What follows belongs to an exercise in optimizing a design on an open flow for small area, a short achievable clock period and few clock cycles; a production flow would make more cautious choices.
At most, simulation tests tie the RTL to the original design; equivalence was not proved.

==> inputs of amber <==
## cordic
module cordic(i_clk, i_rst, i_en, o_vld, o_cosine, o_sine, i_theta);
clock: 10.0 ns
lec_check: 0
cap_margin: 20
core_margin: 2
core_utilization: 40
cts_buf_list: sky130_fd_sc_hd__clkbuf_16
cts_cluster_diameter: 100
cts_cluster_size: 25
slew_margin: 20
synth_memory_max_bits: 16384
standard.sh (not shown) runs the stock make flow with config.mk's settings and CLKGATE_MAP_FILE= SYNTH_SCRIPT=/design/flow/synth_recipe.tcl, a recipe that flattens the netlist after the stock synthesis.
==> flow/flow/run.sh <==
#!/bin/bash
# The standard layout (standard.sh), with timing repair aiming for extra setup slack.
set -euo pipefail
export SETUP_SLACK_MARGIN=6.6
bash standard.sh > standard.log 2>&1
==> willow: changes against amber <==
==> flow/flow/run.sh (replaced) <==
#!/bin/bash
# The standard layout (standard.sh), with timing repair aiming for extra setup slack.
set -euo pipefail
export SETUP_SLACK_MARGIN=6.7
bash standard.sh > standard.log 2>&1
==> flow_summary.rst <==
.. list-table::
   :header-rows: 1

   * - Metric
     - Value
   * - Outcome
     - timing/DRC/antenna clean
   * - Routed wire length on met2
     - roughly 80000 um
   * - Critical Path Max Stage Delay
     - around 0.44 ns
   * - Final Instance Area
     - between 0.08 and 0.09 mm^2
# the run above: willow

==> flow_summary.rst <==
.. list-table::
   :header-rows: 1

   * - Metric
     - Value
   * - Outcome
     - timing/DRC/antenna clean
   * - Critical Path Max Stage Delay
     - ~0.53 ns
   * - Routed wire length on met2
     - ~78000 um
   * - Final Instance Area
     - 0.08248 mm^2
# the run above: amber

No run of this note included a check of the RTL's function; only the layout flow was run.

==> exp/nickel: inputs <==
Another version of the RTL of cordic (not shown whole).
Settings: LEC_CHECK=0, CAP_MARGIN=20, CORE_MARGIN=2, CORE_UTILIZATION=40, CTS_BUF_LIST=sky130_fd_sc_hd__clkbuf_16, CTS_CLUSTER_DIAMETER=100, CTS_CLUSTER_SIZE=25, SLEW_MARGIN=20, SYNTH_MEMORY_MAX_BITS=16384; clock period 10.0 ns.
==> flow/flow/run.sh <==
#!/bin/bash
# The standard layout (standard.sh), with timing repair aiming for extra setup slack.
set -euo pipefail
export SETUP_SLACK_MARGIN=6.6
bash standard.sh > standard.log 2>&1
==> exp/ember: changes against exp/nickel <==
--- a/flow/design.v
+++ b/flow/design.v
@@ -529,26 +529,24 @@
     wire signed [18:0] ys29;
     wire [18:0] x30_b;
     wire [18:0] x30_s;
     wire signed [18:0] x30;
     wire [18:0] y30_b;
     wire [18:0] y30_s;
     wire signed [18:0] y30;
     reg signed [18:0] x30_q28;
-    wire signed [20:0] ax;
-    wire signed [27:0] bx;
-    reg signed [20:0] ax_q29;
-    reg signed [27:0] bx_q29;
+    wire signed [20:0] tx;
+    reg signed [20:0] tx_q29;
+    reg signed [18:0] x30_q29;
     wire signed [32:0] qx;
     reg signed [18:0] y30_q28;
-    wire signed [20:0] ay;
-    wire signed [27:0] by;
-    reg signed [20:0] ay_q29;
-    reg signed [27:0] by_q29;
+    wire signed [20:0] ty;
+    reg signed [20:0] ty_q29;
+    reg signed [18:0] y30_q29;
     wire signed [32:0] qy;
     reg signed [32:0] qx_q30;
     reg signed [32:0] qy_q30;
     assign th = i_theta;
     assign phi0 = th[18:0];
     assign sat0 = ~((&th[23:18]) | ~(|th[23:18]));
     assign sgn0 = th[23];
     assign n0 = sat0_q1 ? sgn0_q1 : phi0_q1[18];
@@ -3932,22 +3930,20 @@
 wire y30_G35 = y30_G27 | (y30_P27 & y30_G23);
 wire y30_G36 = y30_g0[15] | (y30_p0[15] & y30_G35);
 wire y30_G37 = y30_G8 | (y30_P8 & y30_G35);
 wire y30_G38 = y30_G18 | (y30_P18 & y30_G35);
 wire y30_G39 = y30_G19 | (y30_P19 & y30_G35);
 wire [18:0] y30_c = {y30_G38,y30_G37,y30_G36,y30_G35,y30_G34,y30_G33,y30_G32,y30_G31,y30_G30,y30_G29,y30_G28,y30_G23,y30_G22,y30_G21,y30_G20,y30_G11,y30_G10,y30_G0,n29_q27};
 assign y30_s = y30_p0 ^ y30_c;
     assign y30 = y30_s;
-    assign ax = {{2{x30_q28[18]}}, x30_q28} + {x30_q28[18], x30_q28, 1'b0};
-    assign bx = (({{14{x30_q28[18]}}, x30_q28} <<< 5) + ({{14{x30_q28[18]}}, x30_q28} <<< 4) - ({{14{x30_q28[18]}}, x30_q28} <<< 8));
-    assign qx = ({{12{ax_q29[20]}}, ax_q29} <<< 12) + {{12{ax_q29[20]}}, ax_q29} + {{5{bx_q29[27]}}, bx_q29};
-    assign ay = {{2{y30_q28[18]}}, y30_q28} + {y30_q28[18], y30_q28, 1'b0};
-    assign by = (({{14{y30_q28[18]}}, y30_q28} <<< 5) + ({{14{y30_q28[18]}}, y30_q28} <<< 4) - ({{14{y30_q28[18]}}, y30_q28} <<< 8));
-    assign qy = ({{12{ay_q29[20]}}, ay_q29} <<< 12) + {{12{ay_q29[20]}}, ay_q29} + {{5{by_q29[27]}}, by_q29};
+    assign tx = {{2{x30_q28[18]}}, x30_q28} + {x30_q28[18], x30_q28, 1'b0};
+    assign qx = ({{12{tx_q29[20]}}, tx_q29} <<< 12) + ({{12{tx_q29[20]}}, tx_q29} <<< 4) + {{12{tx_q29[20]}}, tx_q29} - ({{14{x30_q29[18]}}, x30_q29} <<< 8);
+    assign ty = {{2{y30_q28[18]}}, y30_q28} + {y30_q28[18], y30_q28, 1'b0};
+    assign qy = ({{12{ty_q29[20]}}, ty_q29} <<< 12) + ({{12{ty_q29[20]}}, ty_q29} <<< 4) + {{12{ty_q29[20]}}, ty_q29} - ({{14{y30_q29[18]}}, y30_q29} <<< 8);
     always @(posedge i_clk) begin
         phi0_q1 <= phi0;
         sat0_q1 <= sat0;
         sgn0_q1 <= sgn0;
         phi1_q2 <= phi1;
         sat1_q2 <= sat1;
         sgn1_q2 <= sgn1;
         phi2_q3 <= phi2;
@@ -4136,19 +4132,19 @@
         n29_q21 <= n29_q20;
         n29_q22 <= n29_q21;
         n29_q23 <= n29_q22;
         n29_q24 <= n29_q23;
         n29_q25 <= n29_q24;
         n29_q26 <= n29_q25;
         n29_q27 <= n29_q26;
         x30_q28 <= x30;
-        ax_q29 <= ax;
-        bx_q29 <= bx;
+        tx_q29 <= tx;
+        x30_q29 <= x30_q28;
         y30_q28 <= y30;
-        ay_q29 <= ay;
-        by_q29 <= by;
+        ty_q29 <= ty;
+        y30_q29 <= y30_q28;
         qx_q30 <= qx;
         qy_q30 <= qy;
     end
     assign o_cosine = {{7{qx_q30[32]}}, qx_q30[31:15]};
     assign o_sine   = {{7{qy_q30[32]}}, qy_q30[31:15]};
 endmodule
==> exp/cedar: changes against exp/nickel <==
--- a/flow/design.v
+++ b/flow/design.v
@@ -529,26 +529,24 @@
     wire signed [18:0] ys29;
     wire [18:0] x30_b;
     wire [18:0] x30_s;
     wire signed [18:0] x30;
     wire [18:0] y30_b;
     wire [18:0] y30_s;
     wire signed [18:0] y30;
     reg signed [18:0] x30_q28;
-    wire signed [20:0] ax;
-    wire signed [27:0] bx;
-    reg signed [20:0] ax_q29;
-    reg signed [27:0] bx_q29;
+    wire signed [20:0] tx;
+    reg signed [20:0] tx_q29;
+    reg signed [18:0] x30_q29;
     wire signed [32:0] qx;
     reg signed [18:0] y30_q28;
-    wire signed [20:0] ay;
-    wire signed [27:0] by;
-    reg signed [20:0] ay_q29;
-    reg signed [27:0] by_q29;
+    wire signed [20:0] ty;
+    reg signed [20:0] ty_q29;
+    reg signed [18:0] y30_q29;
     wire signed [32:0] qy;
     reg signed [32:0] qx_q30;
     reg signed [32:0] qy_q30;
     assign th = i_theta;
     assign phi0 = th[18:0];
     assign sat0 = ~((&th[23:18]) | ~(|th[23:18]));
     assign sgn0 = th[23];
     assign n0 = sat0_q1 ? sgn0_q1 : phi0_q1[18];
@@ -3932,22 +3930,20 @@
 wire y30_G35 = y30_G27 | (y30_P27 & y30_G23);
 wire y30_G36 = y30_g0[15] | (y30_p0[15] & y30_G35);
 wire y30_G37 = y30_G8 | (y30_P8 & y30_G35);
 wire y30_G38 = y30_G18 | (y30_P18 & y30_G35);
 wire y30_G39 = y30_G19 | (y30_P19 & y30_G35);
 wire [18:0] y30_c = {y30_G38,y30_G37,y30_G36,y30_G35,y30_G34,y30_G33,y30_G32,y30_G31,y30_G30,y30_G29,y30_G28,y30_G23,y30_G22,y30_G21,y30_G20,y30_G11,y30_G10,y30_G0,n29_q27};
 assign y30_s = y30_p0 ^ y30_c;
     assign y30 = y30_s;
-    assign ax = {{2{x30_q28[18]}}, x30_q28} + {x30_q28[18], x30_q28, 1'b0};
-    assign bx = (({{14{x30_q28[18]}}, x30_q28} <<< 5) + ({{14{x30_q28[18]}}, x30_q28} <<< 4) - ({{14{x30_q28[18]}}, x30_q28} <<< 8));
-    assign qx = ({{12{ax_q29[20]}}, ax_q29} <<< 12) + {{12{ax_q29[20]}}, ax_q29} + {{5{bx_q29[27]}}, bx_q29};
-    assign ay = {{2{y30_q28[18]}}, y30_q28} + {y30_q28[18], y30_q28, 1'b0};
-    assign by = (({{14{y30_q28[18]}}, y30_q28} <<< 5) + ({{14{y30_q28[18]}}, y30_q28} <<< 4) - ({{14{y30_q28[18]}}, y30_q28} <<< 8));
-    assign qy = ({{12{ay_q29[20]}}, ay_q29} <<< 12) + {{12{ay_q29[20]}}, ay_q29} + {{5{by_q29[27]}}, by_q29};
+    assign tx = {{2{x30_q28[18]}}, x30_q28} + {x30_q28[18], x30_q28, 1'b0};
+    assign qx = ({{12{tx_q29[20]}}, tx_q29} <<< 12) + ({{12{tx_q29[20]}}, tx_q29} <<< 4) + {{12{tx_q29[20]}}, tx_q29} - ({{14{x30_q29[18]}}, x30_q29} <<< 8);
+    assign ty = {{2{y30_q28[18]}}, y30_q28} + {y30_q28[18], y30_q28, 1'b0};
+    assign qy = ({{12{ty_q29[20]}}, ty_q29} <<< 12) + ({{12{ty_q29[20]}}, ty_q29} <<< 4) + {{12{ty_q29[20]}}, ty_q29} - ({{14{y30_q29[18]}}, y30_q29} <<< 8);
     always @(posedge i_clk) begin
         phi0_q1 <= phi0;
         sat0_q1 <= sat0;
         sgn0_q1 <= sgn0;
         phi1_q2 <= phi1;
         sat1_q2 <= sat1;
         sgn1_q2 <= sgn1;
         phi2_q3 <= phi2;
@@ -4136,19 +4132,19 @@
         n29_q21 <= n29_q20;
         n29_q22 <= n29_q21;
         n29_q23 <= n29_q22;
         n29_q24 <= n29_q23;
         n29_q25 <= n29_q24;
         n29_q26 <= n29_q25;
         n29_q27 <= n29_q26;
         x30_q28 <= x30;
-        ax_q29 <= ax;
-        bx_q29 <= bx;
+        tx_q29 <= tx;
+        x30_q29 <= x30_q28;
         y30_q28 <= y30;
-        ay_q29 <= ay;
-        by_q29 <= by;
+        ty_q29 <= ty;
+        y30_q29 <= y30_q28;
         qx_q30 <= qx;
         qy_q30 <= qy;
     end
     assign o_cosine = {{7{qx_q30[32]}}, qx_q30[31:15]};
     assign o_sine   = {{7{qy_q30[32]}}, qy_q30[31:15]};
 endmodule
- CTS_BUF_LIST: sky130_fd_sc_hd__clkbuf_16 -> sky130_fd_sc_hd__clkbuf_8
- CTS_CLUSTER_DIAMETER: 100 -> default
==> summary of the runs <==
exp/cedar produced a clean layout. exp/nickel finished with timing, DRC and antenna clean. exp/ember ran to the end with no violations.
First-iteration DRC count: exp/nickel > exp/ember > exp/cedar.
Of exp/nickel and exp/cedar, exp/nickel has the higher sequential share of layout area (gap 1.1 points).
Flip-flop and latch count is the same in exp/cedar and exp/ember.
Utilization: exp/nickel < exp/ember < exp/cedar.
No run of this note included a check of the RTL's function; only the layout flow was run.

==> inputs of maple <==
Another version of the RTL of cordic (not shown whole).
export LEC_CHECK = 0
export CAP_MARGIN = 20
export CORE_MARGIN = 2
export CORE_UTILIZATION = 40
export CTS_BUF_LIST = sky130_fd_sc_hd__clkbuf_16
export CTS_CLUSTER_DIAMETER = 120
export CTS_CLUSTER_SIZE = 30
export SLEW_MARGIN = 20
export SYNTH_MEMORY_MAX_BITS = 16384
create_clock -name core_clock -period 10.0 [get_ports {i_clk}]
==> flow/flow/run.sh <==
#!/bin/bash
# The standard layout (standard.sh), with timing repair aiming for extra setup slack.
# make's full output goes to standard.log; ORFS's own per-step logs are under orfs/logs.
set -euo pipefail
export SETUP_SLACK_MARGIN=6.6
bash standard.sh > standard.log 2>&1
==> violet: changes against maple <==
--- a/flow/design.v
+++ b/flow/design.v
@@ -552,24 +552,14 @@
     wire signed [20:0] ay;
     wire signed [27:0] by;
     reg signed [20:0] ay_q29;
     reg signed [27:0] by_q29;
     wire signed [32:0] qy;
     reg signed [32:0] qx_q30;
     reg signed [32:0] qy_q30;
-    wire sax;
-    wire sxx;
-    reg sax_q30;
-    reg sxx_q29;
-    reg sxx_q30;
-    wire say;
-    wire sxy;
-    reg say_q30;
-    reg sxy_q29;
-    reg sxy_q30;
     assign th = i_theta;
     assign phi0 = th[18:0];
     assign sat0 = ~((&th[23:18]) | ~(|th[23:18]));
     assign sgn0 = th[23];
     assign n0 = sat0_q1 ? sgn0_q1 : phi0_q1[18];
     assign ltp0 = phi0_q1 < 19'sd51471;
     assign ltn0 = phi0_q1 < -19'sd51471;
@@ -3103,18 +3093,14 @@
     assign y30 = y30_s;
     assign ax = {{2{x30_q28[18]}}, x30_q28} + {x30_q28[18], x30_q28, 1'b0};
     assign bx = (({{14{x30_q28[18]}}, x30_q28} <<< 5) + ({{14{x30_q28[18]}}, x30_q28} <<< 4) - ({{14{x30_q28[18]}}, x30_q28} <<< 8));
     assign qx = ({{12{ax_q29[20]}}, ax_q29} <<< 12) + {{12{ax_q29[20]}}, ax_q29} + {{5{bx_q29[27]}}, bx_q29};
     assign ay = {{2{y30_q28[18]}}, y30_q28} + {y30_q28[18], y30_q28, 1'b0};
     assign by = (({{14{y30_q28[18]}}, y30_q28} <<< 5) + ({{14{y30_q28[18]}}, y30_q28} <<< 4) - ({{14{y30_q28[18]}}, y30_q28} <<< 8));
     assign qy = ({{12{ay_q29[20]}}, ay_q29} <<< 12) + {{12{ay_q29[20]}}, ay_q29} + {{5{by_q29[27]}}, by_q29};
-    assign sax = ax_q29[20];
-    assign sxx = x30_q28[18];
-    assign say = ay_q29[20];
-    assign sxy = y30_q28[18];
     always @(posedge i_clk) begin
         phi0_q1 <= phi0;
         sat0_q1 <= sat0;
         sgn0_q1 <= sgn0;
         phi1_q2 <= phi1;
         sat1_q2 <= sat1;
         sgn1_q2 <= sgn1;
@@ -3312,17 +3298,11 @@
         ax_q29 <= ax;
         bx_q29 <= bx;
         y30_q28 <= y30;
         ay_q29 <= ay;
         by_q29 <= by;
         qx_q30 <= qx;
         qy_q30 <= qy;
-        sax_q30 <= sax;
-        sxx_q29 <= sxx;
-        sxx_q30 <= sxx_q29;
-        say_q30 <= say;
-        sxy_q29 <= sxy;
-        sxy_q30 <= sxy_q29;
     end
-    assign o_cosine = {sxx_q30, sxx_q30, sax_q30, sax_q30, qx_q30[32], qx_q30[32], qx_q30[32], qx_q30[31:15]};
-    assign o_sine = {sxy_q30, sxy_q30, say_q30, say_q30, qy_q30[32], qy_q30[32], qy_q30[32], qy_q30[31:15]};
+    assign o_cosine = {{7{qx_q30[32]}}, qx_q30[31:15]};
+    assign o_sine   = {{7{qy_q30[32]}}, qy_q30[31:15]};
 endmodule
==> flow/flow/run.sh (replaced) <==
#!/bin/bash
# The standard layout (standard.sh), with timing repair aiming for extra setup slack.
set -euo pipefail
export SETUP_SLACK_MARGIN=6.8
bash standard.sh > standard.log 2>&1
==> flow/config.mk (replaced) <==
export PLATFORM = sky130hd
export DESIGN_NAME = cordic
export DESIGN_NICKNAME = cordic
export VERILOG_FILES = /design/flow/design.v
export SDC_FILE = /design/flow/constraint.sdc
export NUM_CORES = 4
export LEC_CHECK = 0
export CAP_MARGIN = 20
export CORE_MARGIN = 2
export CORE_UTILIZATION = 40
export CTS_BUF_LIST = sky130_fd_sc_hd__clkbuf_16
export CTS_CLUSTER_DIAMETER = 100
export CTS_CLUSTER_SIZE = 25
export SLEW_MARGIN = 20
export SYNTH_MEMORY_MAX_BITS = 16384
==> summary.md <==
| Metric | Value |
|---|---|
| Status | `timing/DRC/antenna clean` |
| Footprint of the multi-input gates | `0.0451 mm^2` |
| DIE AREA | `0.190 mm^2` |
| Total track usage | `16.2%` |
| Synth cell types | `99` |
| Simple-gate share of the synthesized area | `13.5%` |
(the above is from violet)
==> summary.md <==
| Metric | Value |
|---|---|
| Status | `timing/DRC/antenna clean` |
| Synth cell types | `94` |
| Min-Delay Path Depth | `0` |
| Footprint of the multi-input gates | `0.0447 mm^2` |
| Simple-gate share of the synthesized area | `13.0%` |
| DIE AREA | `0.191 mm^2` |
| Count of inserted tapcells | `2480` |
| Total track usage | `16.0%` |
(the above is from maple)
Testbench counts of maple, summed over its fixed seeds: cycles 8,432.
Function not checked in violet: the RTL went through the layout flow alone.

==> what the ideal ports hide <==
Ports are ideal in the flow. The routed layouts listed here were re-timed in OpenROAD.
Step 1 assumes that a clkbuf_16 drives the clock port and a buf_2 every other input.
Step 2 adds t to the input delays and takes it off the output delays; t is the mean of the earliest and latest rising clock arrival at the registers after step 1. Input paths then give back, and output paths get back, about the clock's delay inside the block.
Three values: no drivers, after step 1, after step 2; two values: the first two.
| run | shift t [ns] | setup slack, ns | worst setup path at the end | clock arrival spread, ns | worst data-port slew with drivers (ns) |
|---|---|---|---|---|---|
| amber | 0.791 | 6.534 / 6.534 / 6.534 | register to register | 0.046 / 0.046 | 0.04 |
| willow | 0.775 | 6.514 / 6.514 / 6.514 | register to register | 0.049 / 0.050 | 0.04 |
| exp/nickel | 0.793 | 6.668 / 6.582 / 6.573 | input to register | 0.071 / 0.071 | 0.04 |
| exp/ember | 0.800 | 6.422 / 6.422 / 6.422 | register to register | 0.055 / 0.056 | 0.06 |
| exp/cedar | 1.019 | 6.455 / 6.444 / 6.455 | register to register | 0.059 / 0.059 | 0.06 |
| maple | 0.792 | 6.684 / 6.605 / 6.556 | input to register | 0.052 / 0.051 | 0.04 |
| violet | 0.795 | 6.672 / 6.595 / 6.617 | input to register | 0.043 / 0.043 | 0.05 |
After both steps every run listed still meets setup and hold. The setup slack of maple, which loses most, moves by -0.079 ns with the drivers and by -0.128 ns with both steps.
